From an optimization exercise on the open Yosys and OpenROAD flow, aimed at small area; shortcuts taken in it are not production practice. In this exercise RTL edits were held to simulation tests only and were not proved equivalent to the original. The flow treats the clock pin as an ideal source, which a real chip does not have. Power and IR drop assume default switching activity.

===== design/flow/constraint.sdc =====
create_clock -name core_clock -period 10.0 [get_ports {clk}]
set_input_delay 2.0000 -clock core_clock [delete_from_list [all_inputs] [get_ports {clk}]]
set_output_delay 2.0000 -clock core_clock [all_outputs]
set_load 0.01 [all_outputs]

===== design/flow/flow/resynth_d2.abc =====
strash
&get -n
&fraig -x
&put
&get -n
&deepsyn -T 60 -S 2
&put
dch -f
amap -F 4 -A 8

===== design/flow/flow/resynth_e4.abc =====
strash
&get -n
&fraig -x
&put
balance -l
resub -K 6 -l
rewrite -l
resub -K 6 -N 2 -l
refactor -l
resub -K 8 -l
balance -l
resub -K 8 -N 2 -l
rewrite -l
resub -K 10 -l
rewrite -z -l
resub -K 10 -N 2 -l
balance -l
resub -K 12 -l
refactor -z -l
resub -K 12 -N 2 -l
rewrite -z -l
balance -l
balance -l
resub -K 6 -l
rewrite -l
resub -K 6 -N 2 -l
refactor -l
resub -K 8 -l
balance -l
resub -K 8 -N 2 -l
rewrite -l
resub -K 10 -l
rewrite -z -l
resub -K 10 -N 2 -l
balance -l
resub -K 12 -l
refactor -z -l
resub -K 12 -N 2 -l
rewrite -z -l
balance -l
&get -n
&deepsyn -T 60 -S 4
&put
dch -f
amap -F 4 -A 8

===== design/flow/flow/resynth_d1.abc =====
strash
&get -n
&fraig -x
&put
&get -n
&deepsyn -T 60 -S 1
&put
dch -f
amap -F 4 -A 8

===== design/flow/flow/resynth.tcl =====
# Re-map the combinational logic of the standard synthesis netlist with a
# stronger ABC script. Registers (and their names and cell types) are kept.
yosys -import
set lib $::env(LIB)
set net_in $::env(NET_IN)
set net_out $::env(NET_OUT)
set seq_cells {sky130_fd_sc_hd__dfrtp_1 sky130_fd_sc_hd__dfrtp_2 sky130_fd_sc_hd__dfrtp_4 sky130_fd_sc_hd__dfstp_1 sky130_fd_sc_hd__dfstp_2 sky130_fd_sc_hd__dfstp_4 sky130_fd_sc_hd__dfxtp_1 sky130_fd_sc_hd__dfxtp_2 sky130_fd_sc_hd__dfxtp_4 sky130_fd_sc_hd__dfrbp_1 sky130_fd_sc_hd__dfrbp_2 sky130_fd_sc_hd__dfsbp_1 sky130_fd_sc_hd__dfsbp_2 sky130_fd_sc_hd__dfbbp_1 sky130_fd_sc_hd__dfbbn_1 sky130_fd_sc_hd__dfbbn_2}
read_liberty -ignore_miss_func $lib
read_verilog $net_in
hierarchy -top $::env(TOP)
foreach c $seq_cells { catch { setattr -mod -set keep_hierarchy 1 $c } }
# every cell type the netlist uses that is not in seq_cells gets flattened
flatten
opt_clean -purge
tee -o $::env(STAT_PRE) stat -liberty $lib
set dont_use {}
foreach c $::env(DONT_USE) { lappend dont_use -dont_use $c }
abc -liberty $lib -script $::env(ABC_SCRIPT) {*}$dont_use
opt_clean -purge
hilomap -singleton -hicell sky130_fd_sc_hd__conb_1 HI -locell sky130_fd_sc_hd__conb_1 LO
insbuf -buf sky130_fd_sc_hd__buf_4 A X
opt_clean -purge
tee -o $::env(STAT_POST) stat -liberty $lib
# keep only the top module; the cell library stays outside the netlist
foreach m [split [string trim [tee -q -s result.string select -list-mod =* ]] "\n"] { }
select -module $::env(TOP)
write_verilog -noattr -nohex -nodec -selected $net_out

===== design/flow/design.v =====
`timescale 1ns / 1ps
module top_stopwatch_watch (
    input               clk,
    input               reset,
    input   [3:0]       sw_under,
    input   [1:0]       sw_upper,
    input               btn_l,
    input               btn_r,
    input               btn_u,
    input               btn_d,
    input               uart_rx,
    output              uart_tx,
    output  [3:0]       fnd_digit,
    output  [7:0]       fnd_data
);
    reg [2:0] c8;
    reg [2:0] dsel;
    reg [2:0] m5;
    wire b_tick = ~c8[1] & ~c8[0] & (|m5);
    always @(posedge clk, posedge reset) begin
        if (reset) begin
            c8     <= 3'd0;
            dsel   <= 3'd0;
            m5     <= 3'd0;
        end
        else begin
            c8     <= c8 + 3'd1;
            if (b_tick & ~c8[2]) dsel <= dsel + 3'd1;
            if (&c8[1:0]) m5 <= {m5[1:0], ~m5[1] | (~m5[2] & m5[0])};
        end
    end
    wire w_tick = ~c8[1] & ~c8[0] & m5[2] & ~m5[1];
    wire o_btn_r, o_btn_l, o_btn_up, o_btn_down;
    btn_debounce U_BD_RUNSTOP(.clk(clk), .reset(reset), .sample_en(b_tick), .i_btn(btn_r), .o_btn(o_btn_r));
    btn_debounce U_BD_CLEAR  (.clk(clk), .reset(reset), .sample_en(b_tick), .i_btn(btn_l), .o_btn(o_btn_l));
    btn_debounce U_BD_UP     (.clk(clk), .reset(reset), .sample_en(b_tick), .i_btn(btn_u), .o_btn(o_btn_up));
    btn_debounce U_BD_DOWN   (.clk(clk), .reset(reset), .sample_en(b_tick), .i_btn(btn_d), .o_btn(o_btn_down));
    wire op_r, op_l, op_u, op_d, op_0, op_1, op_2;
    wire w_monitor_type;
    wire [27:0] w_out_time;
    uart_top U_UART (
        .clk        (clk),
        .reset      (reset),
        .b_tick     (b_tick),
        .uart_rx    (uart_rx),
        .uart_tx    (uart_tx),
        .type_sw_w  (w_monitor_type),
        .time_bcd   (w_out_time),
        .op_r(op_r), .op_l(op_l), .op_u(op_u), .op_d(op_d),
        .op_0(op_0), .op_1(op_1), .op_2(op_2)
    );
    reg mode_sel_reg, sw_w_sel_reg, displayarea_sel_reg;
    always @(posedge clk, posedge reset) begin
        if (reset) begin
            mode_sel_reg <= 1'b0;
            sw_w_sel_reg <= 1'b0;
            displayarea_sel_reg <= 1'b0;
        end
        else begin
            mode_sel_reg <= mode_sel_reg ^ op_0;
            sw_w_sel_reg <= sw_w_sel_reg ^ op_1;
            displayarea_sel_reg <= displayarea_sel_reg ^ op_2;
        end
    end
    wire w_mode_sel        = sw_under[3] ? mode_sel_reg        : sw_under[0];
    wire w_sw_w_sel        = sw_under[3] ? sw_w_sel_reg        : sw_under[1];
    wire w_displayarea_sel = sw_under[3] ? displayarea_sel_reg : sw_under[2];
    wire w_modify_mode, w_run, w_clear;
    control_unit U_CTRL_UNIT(
        .clk            (clk),
        .reset          (reset),
        .sel_sw_w       (w_sw_w_sel),
        .sel_modify     (sw_upper[1]),
        .btn_l          (o_btn_l | op_l),
        .btn_r          (o_btn_r | op_r),
        .o_monitor_type (w_monitor_type),
        .o_w_modify_mode(w_modify_mode),
        .o_sw_run       (w_run),
        .o_sw_clear     (w_clear)
    );
    wire w_up   = o_btn_up | op_u;
    wire w_down = o_btn_down | op_d;
    reg [4:0] swc;
    wire swc_20 = swc[4] & swc[2];
    wire swc_19 = swc[4] & swc[1] & swc[0];
    always @(posedge clk, posedge reset) begin
        if (reset) swc <= 5'd0;
        else if (swc_20) swc <= {4'd0, w_run};
        else swc <= swc + {4'd0, w_run | swc_19};
    end
    wire [27:0] sw_time;
    wire sw_c0, sw_c1, sw_c2;
    bcd_field #(.TW(4), .MAX_T(9)) U_SW_MSEC (
        .clk(clk), .reset(reset), .clear(w_clear), .step(swc_20 & w_run), .down(w_mode_sel),
        .tens(sw_time[7:4]), .units(sw_time[3:0]), .wrap(sw_c0));
    bcd_field #(.TW(3), .MAX_T(5)) U_SW_SEC (
        .clk(clk), .reset(reset), .clear(w_clear), .step(sw_c0), .down(w_mode_sel),
        .tens(sw_time[14:12]), .units(sw_time[11:8]), .wrap(sw_c1));
    bcd_field #(.TW(3), .MAX_T(5)) U_SW_MIN (
        .clk(clk), .reset(reset), .clear(w_clear), .step(sw_c1), .down(w_mode_sel),
        .tens(sw_time[21:19]), .units(sw_time[18:15]), .wrap(sw_c2));
    hour_field U_SW_HOUR (
        .clk(clk), .reset(reset), .clear(w_clear), .step(sw_c2), .down(w_mode_sel),
        .tens(sw_time[27:26]), .units(sw_time[25:22]));
    wire [27:0] w_time;
    wire w_c0, w_c1, w_c2, w_c0r, w_c1r, w_c2r;
    wire [3:0] msel;
    assign msel[0] = w_modify_mode & ~w_displayarea_sel & ~sw_upper[0];
    assign msel[1] = w_modify_mode & ~w_displayarea_sel &  sw_upper[0];
    assign msel[2] = w_modify_mode &  w_displayarea_sel & ~sw_upper[0];
    assign msel[3] = w_modify_mode &  w_displayarea_sel &  sw_upper[0];
    wire w_ud = w_up | w_down;
    bcd_field #(.TW(4), .MAX_T(9)) U_W_MSEC (
        .clk(clk), .reset(reset), .clear(1'b0),
        .step(msel[0] ? w_ud : w_tick), .down(msel[0] & ~w_up),
        .tens(w_time[7:4]), .units(w_time[3:0]), .wrap(w_c0r));
    assign w_c0 = w_c0r & ~msel[0];
    bcd_field #(.TW(3), .MAX_T(5)) U_W_SEC (
        .clk(clk), .reset(reset), .clear(1'b0),
        .step(msel[1] ? w_ud : w_c0), .down(msel[1] & ~w_up),
        .tens(w_time[14:12]), .units(w_time[11:8]), .wrap(w_c1r));
    assign w_c1 = w_c1r & ~msel[1];
    bcd_field #(.TW(3), .MAX_T(5)) U_W_MIN (
        .clk(clk), .reset(reset), .clear(1'b0),
        .step(msel[2] ? w_ud : w_c1), .down(msel[2] & ~w_up),
        .tens(w_time[21:19]), .units(w_time[18:15]), .wrap(w_c2r));
    assign w_c2 = w_c2r & ~msel[2];
    hour_field U_W_HOUR (
        .clk(clk), .reset(reset), .clear(1'b0),
        .step(msel[3] ? w_ud : w_c2), .down(msel[3] & ~w_up),
        .tens(w_time[27:26]), .units(w_time[25:22]));
    assign w_out_time = w_monitor_type ? w_time : sw_time;
    fnd_controller U_FND_CTRL(
        .sel_display(w_displayarea_sel),
        .digit_sel  (dsel),
        .time_bcd   (w_out_time),
        .fnd_digit  (fnd_digit),
        .fnd_data   (fnd_data)
    );
endmodule
module bcd_field #(
    parameter TW = 3,
    parameter MAX_T = 5
) (
    input               clk,
    input               reset,
    input               clear,
    input               step,
    input               down,
    output [TW-1:0]     tens,
    output [3:0]        units,
    output              wrap
);
    wire u_zero, u_max, t_zero, t_max;
    wire step_t = step & (down ? u_zero : u_max);
    assign wrap = step_t & (down ? t_zero : t_max);
    bcd_digit #(.W(4), .MAX(9)) U_UNITS (
        .clk(clk), .reset(reset), .clear(clear), .step(step), .down(down),
        .q(units), .zero(u_zero), .max(u_max));
    bcd_digit #(.W(TW), .MAX(MAX_T)) U_TENS (
        .clk(clk), .reset(reset), .clear(clear), .step(step_t), .down(down),
        .q(tens), .zero(t_zero), .max(t_max));
endmodule
module bcd_digit #(
    parameter W = 4,
    parameter MAX = 9
) (
    input              clk,
    input              reset,
    input              clear,
    input              step,
    input              down,
    output reg [W-1:0] q,
    output             zero,
    output             max
);
    wire [3:0] x = {{(4-W){1'b0}}, q};    
    wire [3:0] t_up, t_dn;
    generate
        if (MAX == 9) begin : g9
            assign t_up = {x[0] & (x[3] | (x[1] & x[2])), x[0] & x[1], x[0] & ~x[3], 1'b1};
            assign t_dn = {~x[0] & ~x[1] & ~x[2], ~x[0] & ~x[1] & (x[2] | x[3]),
                           ~x[0] & (x[1] | x[2] | x[3]), 1'b1};
            assign max  = x[3] & x[0];
        end
        else begin : g5
            assign t_up = {1'b0, x[0] & (x[1] | x[2]), x[0] & ~x[2], 1'b1};
            assign t_dn = {1'b0, ~x[0] & ~x[1], ~x[0] & (x[1] | x[2]), 1'b1};
            assign max  = x[2] & x[0];
        end
    endgenerate
    assign zero = ~(|q);
    wire [W-1:0] t = down ? t_dn[W-1:0] : t_up[W-1:0];
    always @(posedge clk, posedge reset) begin
        if (reset) q <= {W{1'b0}};
        else q <= {W{~clear}} & (q ^ ({W{step}} & t));
    end
endmodule
module hour_field (
    input            clk,
    input            reset,
    input            clear,
    input            step,
    input            down,
    output reg [1:0] tens,
    output reg [3:0] units
);
    wire [3:0] u = units;
    wire [1:0] h = tens;
    wire u_zero = ~(|u);
    wire u_max  = u[3] & u[0];
    wire at23   = h[1] & u[1] & u[0];
    wire [3:0] tu_up = {u[0] & (u[3] | (u[1] & u[2])), u[0] & u[1] & ~h[1], u[0] & ~u[3], 1'b1};
    wire [3:0] tu_dn = {~u[0] & ~u[1] & ~u[2] & (u[3] | h[0] | h[1]), ~u[0] & ~u[1] & (u[2] | u[3]),
                        ~u[0] & (u[1] | u[2] | u[3] | ~(h[0] | h[1])), 1'b1};
    wire [1:0] th_up = {(u_max & h[0]) | at23, u_max};
    wire [1:0] th_dn = {u_zero & ~h[0], u_zero & (h[0] | h[1])};
    wire [3:0] tu = down ? tu_dn : tu_up;
    wire [1:0] th = down ? th_dn : th_up;
    always @(posedge clk, posedge reset) begin
        if (reset) begin
            tens  <= 2'd0;
            units <= 4'd0;
        end
        else begin
            tens  <= {2{~clear}} & (tens ^ ({2{step}} & th));
            units <= {4{~clear}} & (units ^ ({4{step}} & tu));
        end
    end
endmodule
`timescale 1ns / 1ps
module uart_top (
    input         clk,
    input         reset,
    input         b_tick,        
    input         uart_rx,
    output        uart_tx,
    input         type_sw_w,     
    input  [27:0] time_bcd,
    output        op_r,
    output        op_l,
    output        op_u,
    output        op_d,
    output        op_0,
    output        op_1,
    output        op_2
);
    localparam IDLE = 2'd0, START = 2'd1, DATA = 2'd2, STOP = 2'd3;
    reg [1:0] rs;
    reg [3:0] rtc;       
    reg [8:0] rbuf;      
    wire r_idle = (rs == IDLE);
    wire r_end  = b_tick & (rtc == 4'd7);
    always @(posedge clk, posedge reset) begin
        if (reset) begin
            rs   <= IDLE;
            rtc  <= 4'd0;
            rbuf <= 9'd0;
        end
        else begin
            if (r_idle)
                rtc <= (rtc[3] & ~rtc[1]) ? {2'b10, rtc[0], ~rtc[0]} : 4'd0;
            else
                rtc <= rtc + {3'd0, b_tick};
            case (rs)
                IDLE:  if (b_tick & ~uart_rx) rs <= START;
                START: if (r_end) begin
                           rbuf <= 9'b1_0000_0000;
                           rs <= DATA;
                       end
                DATA:  if (r_end) begin
                           rbuf <= {uart_rx, rbuf[8:1]};
                           if (rbuf[1]) rs <= STOP;
                       end
                STOP:  if (r_end) rs <= IDLE;
            endcase
        end
    end
    wire [7:0] rx_data = rbuf[8:1];
    wire rx_done = r_idle & (rtc == 4'd8);
    wire cmd     = r_idle & (rtc == 4'd10);
    assign op_r = cmd & (rx_data == 8'h72);
    assign op_l = cmd & (rx_data == 8'h6C);
    assign op_u = cmd & (rx_data == 8'h75);
    assign op_d = cmd & (rx_data == 8'h64);
    assign op_0 = cmd & (rx_data == 8'h30);
    assign op_1 = cmd & (rx_data == 8'h31);
    assign op_2 = cmd & (rx_data == 8'h32);
    wire   op_s = cmd & (rx_data == 8'h73);
    localparam S_IDLE = 5'b00000, S_WAIT = 5'b00001, S_START_SPACE = 5'b01011;
    reg [4:0] ss;
    reg       s_tx_start;
    wire      running = (|ss) | s_tx_start;
    wire t_busy;
    wire t_done;
    wire body = ss[4];
    wire [1:0] f = ss[3:2];
    wire [1:0] p = ss[1:0];
    always @(posedge clk, posedge reset) begin
        if (reset) begin
            ss         <= S_IDLE;
            s_tx_start <= 1'b0;
        end
        else begin
            s_tx_start <= 1'b0;
            if (ss == S_IDLE) begin
                if (op_s) ss <= S_WAIT;
            end
            else if (ss == S_WAIT) begin
                if (~t_busy) begin
                    s_tx_start <= 1'b1;
                    ss <= S_START_SPACE;
                end
            end
            else if (t_done) begin
                s_tx_start <= 1'b1;
                if (ss == S_START_SPACE) ss <= {4'b0110, type_sw_w};
                else ss <= ss + {3'd0, body & p[1], ~(body & p[1])};
            end
        end
    end
    reg [3:0] digit;
    always @(*) begin
        case ({f, p[0]})
            3'b000: digit = {2'b00, time_bcd[27:26]};
            3'b001: digit = time_bcd[25:22];
            3'b010: digit = {1'b0, time_bcd[21:19]};
            3'b011: digit = time_bcd[18:15];
            3'b100: digit = {1'b0, time_bcd[14:12]};
            3'b101: digit = time_bcd[11:8];
            3'b110: digit = time_bcd[7:4];
            3'b111: digit = time_bcd[3:0];
        endcase
    end
    reg [7:0] s_data;
    always @(*) begin
        if (body) begin
            if (~p[1]) s_data = {4'h3, digit};
            else case (f)
                2'd2:    s_data = 8'h2E;
                2'd3:    s_data = 8'h20;
                default: s_data = 8'h3A;
            endcase
        end
        else case (ss[3:0])
            4'b1100: s_data = 8'h53;     
            4'b1101: s_data = 8'h57;     
            4'b1110: s_data = 8'h3A;     
            4'b1011, 4'b1111: s_data = 8'h20;
            default: s_data = 8'h00;
        endcase
    end
    wire       tx_start = running ? s_tx_start : rx_done;
    wire [7:0] tx_data  = running ? s_data : rx_data;
    reg [1:0] ts;
    reg [3:0] ttc;       
    reg [8:0] tbuf;      
    reg       txr;
    wire t_idle = (ts == IDLE);
    wire t_end  = b_tick & (&ttc);
    wire t_last = ~(|tbuf[8:2]);     
    assign t_busy = ~t_idle;
    assign t_done = t_idle & ~tbuf[8];
    always @(posedge clk, posedge reset) begin
        if (reset) begin
            ts     <= IDLE;
            ttc    <= 4'd0;
            tbuf   <= 9'b1_0000_0000;
            txr    <= 1'b1;
        end
        else begin
            ttc    <= ttc + {3'd0, b_tick & ~t_idle};
            case (ts)
                IDLE:  txr <= 1'b1;
                START: txr <= 1'b0;
                DATA:  txr <= tbuf[0];
                STOP:  txr <= 1'b1;
            endcase
            case (ts)
                IDLE:  begin
                    tbuf <= {1'b1, tx_data};
                    if (tx_start) ts <= START;
                end
                START: if (t_end) ts <= DATA;
                DATA:  if (t_end) begin
                    tbuf <= {1'b0, tbuf[8:1]};
                    if (t_last) ts <= STOP;
                end
                STOP:  if (t_end) ts <= IDLE;
            endcase
        end
    end
    assign uart_tx = txr;
endmodule
`timescale 1ns / 1ps
module control_unit(
    input           clk,
    input           reset,
    input           sel_sw_w,
    input           sel_modify,
    input           btn_l,
    input           btn_r,
    output reg      o_monitor_type,  
    output reg      o_w_modify_mode,
    output reg      o_sw_run,
    output reg      o_sw_clear
);
    always @(posedge clk, posedge reset) begin
        if (reset) begin
            o_monitor_type  <= 1'b0;
            o_w_modify_mode <= 1'b0;
            o_sw_run        <= 1'b0;
            o_sw_clear      <= 1'b0;
        end
        else begin
            o_monitor_type  <= sel_sw_w;
            o_w_modify_mode <= sel_sw_w & sel_modify;
            o_sw_clear      <= ~o_monitor_type & ~o_sw_run & ~o_sw_clear & btn_l;
            if (o_sw_run)
                o_sw_run <= o_monitor_type | ~btn_r;
            else
                o_sw_run <= ~o_monitor_type & ~o_sw_clear & ~btn_l & btn_r;
        end
    end
endmodule
`timescale 1ns / 1ps
module fnd_controller(
    input         sel_display,
    input  [2:0]  digit_sel,
    input  [27:0] time_bcd,      
    output [3:0]  fnd_digit,
    output [7:0]  fnd_data
);
    assign fnd_digit = ~(4'b0001 << digit_sel[1:0]);
    reg [3:0] digit;
    always @(*) begin
        case ({sel_display, digit_sel[1:0]})
            3'b000: digit = time_bcd[3:0];
            3'b001: digit = time_bcd[7:4];
            3'b010: digit = time_bcd[11:8];
            3'b011: digit = {1'b0, time_bcd[14:12]};
            3'b100: digit = time_bcd[18:15];
            3'b101: digit = {1'b0, time_bcd[21:19]};
            3'b110: digit = time_bcd[25:22];
            3'b111: digit = {2'b00, time_bcd[27:26]};
        endcase
    end
    wire [3:0] ms_t = time_bcd[7:4];
    wire dot_off = ms_t[3] | (ms_t[2] & (ms_t[1] | ms_t[0]));
    wire [6:0] seg;
    seg7 U_SEG (.d(digit), .seg(seg));
    assign fnd_data[6:0] = ~seg | {7{digit_sel[2]}};
    assign fnd_data[7]   = ~(digit_sel == 3'b110) | dot_off;
endmodule
module seg7 (
    input  [3:0] d,
    output [6:0] seg
);
    wire D = d[3], C = d[2], B = d[1], A = d[0];
    assign seg[0] = D | B | ~(C ^ A);                                    
    assign seg[1] = ~C | ~(B ^ A);                                       
    assign seg[2] = C | ~B | A;                                          
    assign seg[3] = D | (~C & ~A) | (B & ~A) | (~C & B) | (C & ~B & A);  
    assign seg[4] = (~C & ~A) | (B & ~A);                                
    assign seg[5] = D | (~B & ~A) | (C & ~B) | (C & ~A);                 
    assign seg[6] = D | (C ^ B) | (B & ~A);                              
endmodule
`timescale 1ns / 1ps
module btn_debounce(
    input  clk,
    input  reset,
    input  sample_en,
    input  i_btn,
    output o_btn
);
    reg [3:0] cnt;
    wire g = sample_en & ~i_btn;     
    wire a0 = sample_en & cnt[0];
    wire a1 = a0 & cnt[1];
    wire a2 = a1 & cnt[2];
    always @(posedge clk, posedge reset) begin
        if (reset) begin
            cnt <= 4'd0;
        end
        else begin
            cnt[0] <= ~g & (cnt[3] | (cnt[0] ^ sample_en));
            cnt[1] <= ~g & ~cnt[3] & (cnt[1] ^ a0);
            cnt[2] <= ~g & ~cnt[3] & (cnt[2] ^ a1);
            cnt[3] <= ~g & (cnt[3] | a2);
        end
    end
    assign o_btn = cnt[3] & ~cnt[0];
endmodule

===== design/flow/flow/resynth_d3.abc =====
strash
&get -n
&fraig -x
&put
&get -n
&deepsyn -T 60 -S 3
&put
dch -f
amap -F 4 -A 8

===== design/flow/config.mk =====
export PLATFORM = sky130hd
export DESIGN_NAME = top_stopwatch_watch
export DESIGN_NICKNAME = top_stopwatch_watch
export VERILOG_FILES = /design/flow/design.v
export SDC_FILE = /design/flow/constraint.sdc
export NUM_CORES = 4
export LEC_CHECK = 0
export ABC_AREA = 1
export CAP_MARGIN = 5
export CORE_MARGIN = 2
export CORE_UTILIZATION = 85
export SLEW_MARGIN = 5

===== design/flow/standard.sh =====
#!/bin/bash
# synth_recipe.tcl (not shown) runs the flow's synth.tcl, then flattens the netlist and writes it again
# the make line also repeats each setting of config.mk as NAME=value (left out here)
make -C /OpenROAD-flow-scripts/flow DESIGN_CONFIG=/design/flow/config.mk WORK_HOME=/design/flow/orfs CLKGATE_MAP_FILE= SYNTH_SCRIPT=/design/flow/synth_recipe.tcl "${@:-finish}"

===== design/flow/flow/mytree.tcl =====
# Split the clock net's register sinks into K groups by location and drive
# each group from its own clock buffer placed at the group's centre.
proc my_clock_tree { K bufmaster root } {
  set block [ord::get_db_block]
  set db [ord::get_db]
  set master [$db findMaster $bufmaster]
  set clknet [$block findNet clk]
  set sinks {}
  foreach it [$clknet getITerms] {
    set inst [$it getInst]
    lappend sinks [list $it [lindex [$inst getLocation] 0] [lindex [$inst getLocation] 1]]
  }
  set n [llength $sinks]
  # k-means, initial centres spread along x
  set sorted [lsort -integer -index 1 $sinks]
  set cx {}; set cy {}
  for {set k 0} {$k < $K} {incr k} {
    set s [lindex $sorted [expr {int(($k + 0.5) * $n / $K)}]]
    lappend cx [lindex $s 1]; lappend cy [lindex $s 2]
  }
  for {set iter 0} {$iter < 30} {incr iter} {
    set sx [lrepeat $K 0.0]; set sy [lrepeat $K 0.0]; set cnt [lrepeat $K 0]
    set assign {}
    foreach s $sinks {
      set best 0; set bd 1e30
      for {set k 0} {$k < $K} {incr k} {
        set d [expr {abs([lindex $s 1]-[lindex $cx $k]) + abs([lindex $s 2]-[lindex $cy $k])}]
        if {$d < $bd} { set bd $d; set best $k }
      }
      lappend assign $best
      lset sx $best [expr {[lindex $sx $best] + [lindex $s 1]}]
      lset sy $best [expr {[lindex $sy $best] + [lindex $s 2]}]
      lset cnt $best [expr {[lindex $cnt $best] + 1}]
    }
    for {set k 0} {$k < $K} {incr k} {
      if {[lindex $cnt $k] > 0} {
        lset cx $k [expr {int([lindex $sx $k] / [lindex $cnt $k])}]
        lset cy $k [expr {int([lindex $sy $k] / [lindex $cnt $k])}]
      }
    }
  }
  puts "my_clock_tree: group sizes $cnt"
  set leafnet $clknet
  if {$root ne ""} {
    set rinst [odb::dbInst_create $block [$db findMaster $root] "myclkroot"]
    set sx 0; set sy 0
    for {set k 0} {$k < $K} {incr k} { set sx [expr {$sx + [lindex $cx $k]}]; set sy [expr {$sy + [lindex $cy $k]}] }
    $rinst setLocation [expr {int($sx / $K)}] [expr {int($sy / $K)}]
    $rinst setPlacementStatus PLACED
    set leafnet [odb::dbNet_create $block "myclknet_root"]
    $leafnet setSigType CLOCK
    [$rinst findITerm A] connect $clknet
    [$rinst findITerm X] connect $leafnet
  }
  for {set k 0} {$k < $K} {incr k} {
    set inst [odb::dbInst_create $block $master "myclkbuf_$k"]
    $inst setLocation [lindex $cx $k] [lindex $cy $k]
    $inst setPlacementStatus PLACED
    set net [odb::dbNet_create $block "myclknet_$k"]
    $net setSigType CLOCK
    [$inst findITerm A] connect $leafnet
    [$inst findITerm X] connect $net
    set nets($k) $net
  }
  foreach s $sinks a $assign {
    set it [lindex $s 0]
    $it disconnect
    $it connect $nets($a)
  }
}

# A root buffer on the clock port drives K leaf buffers, one per group of
# registers; clock_tree_synthesis then runs on the port's net only.
my_clock_tree 8 sky130_fd_sc_hd__clkbuf_8 sky130_fd_sc_hd__clkbuf_4

===== design/flow/flow/resynth_e2.abc =====
strash
&get -n
&fraig -x
&put
balance -l
resub -K 6 -l
rewrite -l
resub -K 6 -N 2 -l
refactor -l
resub -K 8 -l
balance -l
resub -K 8 -N 2 -l
rewrite -l
resub -K 10 -l
rewrite -z -l
resub -K 10 -N 2 -l
balance -l
resub -K 12 -l
refactor -z -l
resub -K 12 -N 2 -l
rewrite -z -l
balance -l
balance -l
resub -K 6 -l
rewrite -l
resub -K 6 -N 2 -l
refactor -l
resub -K 8 -l
balance -l
resub -K 8 -N 2 -l
rewrite -l
resub -K 10 -l
rewrite -z -l
resub -K 10 -N 2 -l
balance -l
resub -K 12 -l
refactor -z -l
resub -K 12 -N 2 -l
rewrite -z -l
balance -l
&get -n
&deepsyn -T 60 -S 2
&put
dch -f
amap -F 4 -A 8

===== design/flow/flow/run.sh =====
#!/bin/bash
# Own layout flow: the standard synthesis, then its combinational logic
# re-mapped by ABC with area-oriented scripts (registers, their names and
# cell types untouched; the smallest of several mappings is kept), then the
# standard layout steps with a smaller clock tree (eight leaf buffers, one
# per group of nearby registers, under one root buffer) and smaller port
# buffers. Each tool's output goes to a log file here.
set -euo pipefail
W=$PWD
F=$W/flow
R=$W/orfs/results/${FLOW_PLATFORM}/top_stopwatch_watch/base
LIB=$FLOW_HOME/platforms/${FLOW_PLATFORM}/lib/sky130_fd_sc_hd__tt_025C_1v80.lib

# 1. standard synthesis, unchanged
bash standard.sh synth > $W/log_1_standard_synth.log 2>&1

# 2. re-map the combinational logic with each script, keep the smallest
cp $R/1_2_yosys.v $W/1_2_yosys_standard.v
DONT_USE=$(sed -n '/DONT_USE_CELLS/,/^$/p' $FLOW_HOME/platforms/${FLOW_PLATFORM}/config.mk | grep -o 'sky130_fd_sc_hd__[A-Za-z0-9_]*' | tr '\n' ' ')
for s in d1 d2 d3 d4 e1 e2 e3 e4; do
  LIB=$LIB NET_IN=$W/1_2_yosys_standard.v NET_OUT=$W/1_2_yosys_resynth_$s.v TOP=$FLOW_TOP \
    STAT_PRE=$W/resynth_stat_pre_$s.txt STAT_POST=$W/resynth_stat_post_$s.txt \
    DONT_USE="$DONT_USE" ABC_SCRIPT=$F/resynth_$s.abc \
    yosys -c $F/resynth.tcl > $W/log_2_resynth_$s.log 2>&1 &
  if [[ $s == d4 ]]; then wait; fi
done
wait
best=""; best_area=""
for s in d1 d2 d3 d4 e1 e2 e3 e4; do
  area=$(grep -m1 "Chip area for module" $W/resynth_stat_post_$s.txt 2>/dev/null | awk '{print $NF}' || true)
  [[ -n "$area" && -s $W/1_2_yosys_resynth_$s.v ]] || continue
  echo "resynth $s: $area" >> $W/log_2_resynth_choice.log
  if [[ -z "$best" ]] || awk "BEGIN{exit !($area < $best_area)}"; then best=$s; best_area=$area; fi
done
echo "chosen: $best ($best_area)" >> $W/log_2_resynth_choice.log
if [[ -n "$best" ]]; then cp $W/1_2_yosys_resynth_$best.v $R/1_2_yosys.v; fi
rm -f $R/1_synth.odb $R/1_synth.sdc
touch $R/1_2_yosys.v

# 3. standard layout steps
export PRE_CTS_TCL=$F/mytree.tcl
export CTS_ARGS="-clk_nets clk -sink_clustering_enable -repair_clock_nets -dont_use_dummy_load -buf_list sky130_fd_sc_hd__clkbuf_8"
export BUFFER_PORTS_ARGS="-buffer_cell sky130_fd_sc_hd__buf_1"
bash standard.sh finish > $W/log_3_standard_layout.log 2>&1

===== design/flow/flow/resynth_e1.abc =====
strash
&get -n
&fraig -x
&put
balance -l
resub -K 6 -l
rewrite -l
resub -K 6 -N 2 -l
refactor -l
resub -K 8 -l
balance -l
resub -K 8 -N 2 -l
rewrite -l
resub -K 10 -l
rewrite -z -l
resub -K 10 -N 2 -l
balance -l
resub -K 12 -l
refactor -z -l
resub -K 12 -N 2 -l
rewrite -z -l
balance -l
balance -l
resub -K 6 -l
rewrite -l
resub -K 6 -N 2 -l
refactor -l
resub -K 8 -l
balance -l
resub -K 8 -N 2 -l
rewrite -l
resub -K 10 -l
rewrite -z -l
resub -K 10 -N 2 -l
balance -l
resub -K 12 -l
refactor -z -l
resub -K 12 -N 2 -l
rewrite -z -l
balance -l
&get -n
&deepsyn -T 60 -S 1
&put
dch -f
amap -F 4 -A 8

===== design/flow/flow/resynth_d4.abc =====
strash
&get -n
&fraig -x
&put
&get -n
&deepsyn -T 60 -S 4
&put
dch -f
amap -F 4 -A 8

===== design/flow/flow/resynth_e3.abc =====
strash
&get -n
&fraig -x
&put
balance -l
resub -K 6 -l
rewrite -l
resub -K 6 -N 2 -l
refactor -l
resub -K 8 -l
balance -l
resub -K 8 -N 2 -l
rewrite -l
resub -K 10 -l
rewrite -z -l
resub -K 10 -N 2 -l
balance -l
resub -K 12 -l
refactor -z -l
resub -K 12 -N 2 -l
rewrite -z -l
balance -l
balance -l
resub -K 6 -l
rewrite -l
resub -K 6 -N 2 -l
refactor -l
resub -K 8 -l
balance -l
resub -K 8 -N 2 -l
rewrite -l
resub -K 10 -l
rewrite -z -l
resub -K 10 -N 2 -l
balance -l
resub -K 12 -l
refactor -z -l
resub -K 12 -N 2 -l
rewrite -z -l
balance -l
&get -n
&deepsyn -T 60 -S 3
&put
dch -f
amap -F 4 -A 8

==> results of run 1 <==
==> impl_metrics.json, run 1 <==
{
  "status": "stopped before the end",
  "failed_stage": "global placement without I/O",
  "error": "[ERROR GPL-0301] Utilization 102.822 % exceeds 100%.",
  "die_w_um": 94.0,
  "initial_core_util_pct": 88.6,
  "post_synth.cell_area_avg_um2": 7.93,
  "die_y_um": 94.0,
  "postSynthCellCount": 868,
  "synth.yosys.warnings": 8,
  "placement_rows": 32,
  "synth.cell_area_mm2": 0.00688,
  "synthesis.nets": 881
}
==> run 2, diff against run 1 <==
--- a/design/flow/config.mk
+++ b/design/flow/config.mk
@@ -8,5 +8,5 @@
 export ABC_AREA = 1
 export CAP_MARGIN = 5
 export CORE_MARGIN = 2
-export CORE_UTILIZATION = 85
+export CORE_UTILIZATION = 80
 export SLEW_MARGIN = 5
==> run 2 against run 1 <==
Compared with the run above: the run now finishes clean; synthesized cell count unchanged; synthesized area unchanged.
==> impl_metrics.json, run 2 <==
{
  "status": "no timing/DRC/antenna violations",
  "r2r_start": "swc[4]",
  "die_y_um": 96.8,
  "post_route_cells_drive_above_1_share_pct": 1.77,
  "final_cell_mix": "nor2_1 (162), clkinv_1 (137), dfrtp_1 (127)",
  "grt_max_degree": 80,
  "seq_power_share_pct": 58.0,
  "critical_path.slowest_cell": "nor3_1",
  "most_common_library_cell_in_the_layout_ignoring_fill_and_taps": "nor2_1",
  "worst_setup_hold_path_clk_slew_ns": 0.10,
  "fin_total_pwr_uw": 1120,
  "slew_headroom_pct": 34.6,
  "area_growth_pct": 5.42,
  "crit_path_end_kind": "flop",
  "largest_registers": "U_UART.tbuf x9, U_UART.rbuf x8",
  "cts_hold_buffers": 0,
  "placement.io_buffers": 25,
  "grt_setup_unrepaired": "false",
  "netSwitchingPower_uw": 378,
  "worst_r2r_endpoint": "U_SW_HOUR.units[3]",
  "die_w_um": 96.8,
  "final_core_util_pct": 87.9,
  "min_to": "displayarea_sel_reg",
  "detail_route.wl_per_cell_um": 18.7,
  "flip_flop_count_of_the_largest_register_after_layout": 9,
  "ir_drop_mv": 0.154,
  "gp_congestion": 1.03,
  "power_switching_share_pct": 33.7,
  "antenna_cells_inserted": 0,
  "postSynthCellCount": 868,
  "worstPathMaxFanout": 5,
  "grt_first_pass_wirelength_um": 31500,
  "comb_power_share_pct": 21.5,
  "final-max-slew-violation-count": 0,
  "io_pins": 26,
  "clock_period_minus_final_worst_setup_slack_ns": 6.83,
  "antenna_violating_nets_post_route": 0,
  "placedInstanceArea_mm2": 0.00714,
  "route.vias.total": 7105,
  "finalHoldViolCount": 0,
  "hold_depth": 1,
  "post_cts_buffers": 0,
  "synth.yosys.warnings": 8,
  "final_min_period_over_clock_period_pct": 68.3,
  "clock.fmax_mhz": 146,
  "top_register": "U_UART.tbuf",
  "post_synth.cell_area_avg_um2": 7.93,
  "ff2ff_path_depth": 31,
  "max_stage_delay_ns": 0.41,
  "p_leak_uw": 0.00285,
  "worstSkewPairLatency_ns": 0.53,
  "postCtsResizedCells": 0,
  "critical-path-top-cell-by-count": "nor2_1",
  "synth.cell_area_mm2": 0.00688,
  "timing.hold.worst.start": "displayarea_sel_reg",
  "drc": 0,
  "via_count_of_the_first_global_routing_pass": 6778,
  "drv_cap": 0,
  "timing_worst_setup_path_type": "input port to flop",
  "initial_core_util_pct": 83.3,
  "crit_path_start_kind": "input port",
  "synthesis.nets": 881,
  "placement_rows": 33,
  "pwr-share-clk_pct": 20.5,
  "grt.total_usage_pct": 40.2,
  "power.density_cell_area_mw_per_mm2": 154,
  "setup_tns_ns": 0,
  "routed_wl_um": 18900,
  "design.final.nets": 920,
  "detailedRoute.firstPassIterationCount": 9,
  "antenna_found_initial": 0,
  "setup_viol": 0,
  "clock-skew-final_ns": 0.0287,
  "coreArea_mm2": 0.00826,
  "cell_internal_pwr_uw": 742,
  "worst-endpoint-arrival_ns": 7.27,
  "initial_drc_count": 836,
  "worst-slew-pin-transition_ns": 0.981,
  "timing.hold.worst.class": "flop to flop",
  "grt_remaining_overflow": 0,
  "die_area_mm2": 0.00936,
  "post_drt_via_cell_ratio": 7.03,
  "required_ns": 10.44,
  "reg2reg_slack_ns": 3.86,
  "finalInstanceArea_mm2": 0.00726,
  "dpl.hpwl_um": 14000
}
[run 2: how the worst max path moves through the flow]
stage | start | to | slack, ns | cells past startpoint
floorplan | sw_under[3] | U_SW_HOUR.units[3] | 4.01 | 30
global placement | sw_under[3] | U_SW_HOUR.units[3] | 3.53 | 30
detailed placement | sw_under[3] | U_SW_HOUR.units[3] | 2.90 | 30
CTS | sw_under[3] | U_SW_HOUR.units[3] | 2.88 | 30
global route | sw_under[3] | U_SW_HOUR.units[3] | 2.64 | 30
finish | sw_under[3] | U_SW_HOUR.units[3] | 3.17 | 30
[run 2: per-layer routing]
layer	up-vias	track usage, %	wire length (um)
met3	142	8.67	2160
met5	-	0	0
met4	0	15.5	949
li1	3172	-	-
met1	3256	51.7	6920
met2	535	67.4	8880
[run 2: critical path, delay by kind of cell]
family,cells,cell delay [ns]
and+or+nand+nor,21,4.05
AOI/OAI and AO/OA,5,0.72
buffers and inverters,4,0.49
[run 2: area by class of cell]
class / instances / area (um2)
Sequential cell: 129 / 3230
Multi-Input combinational cell: 601 / 3140
Fill cell: 413 / 1000
Inverter: 138 / 520
Tap cell: 105 / 131
Buffer: 9 / 118
Timing Repair Buffer: 28 / 116
[run 2: per-stage QoR]
stage,hold slack (ns),worst slack [ns],instances
detailed placement,0.463,2.90,1001
global placement,0.454,3.53,1001
global route,0.505,2.64,1010
finish,0.484,3.17,1010
floorplan,0.441,4.01,868
CTS,0.470,2.88,1010
[run 2: power by group through the flow]
stage	Clock, uW	Combinational [uW]	Sequential, uW
global route	246	264	657
detailed placement	0	226	656
global placement	0	209	652
CTS	167	230	658
finish	230	240	649
floorplan	0	168	640

## port drivers added, routing unchanged
The results above use ideal ports. As a check the final layout listed here was re-extracted and re-timed, cells and wires unchanged. Step 1 assumes that a clkbuf_16 drives the clock port and a buf_2 every other input. Step 2 also shifts input and output timing later by t, the mid clock arrival at the registers, as if the neighbouring blocks saw the same clock. Three values: ideal ports, drivers, drivers and shift; two values: the first two.
run: run 2
shift t [ns]: 0.548
slack for setup (ns): 3.166 / 3.178 / 2.630
worst hold slack (ns): 0.484 / 0.484 / 0.484
worst slew at a driven data input, ns: 0.05
After both steps run 2 still meets setup and hold. For run 2, drivers alone change the setup slack by +0.012 ns; drivers and shift together by -0.536 ns.
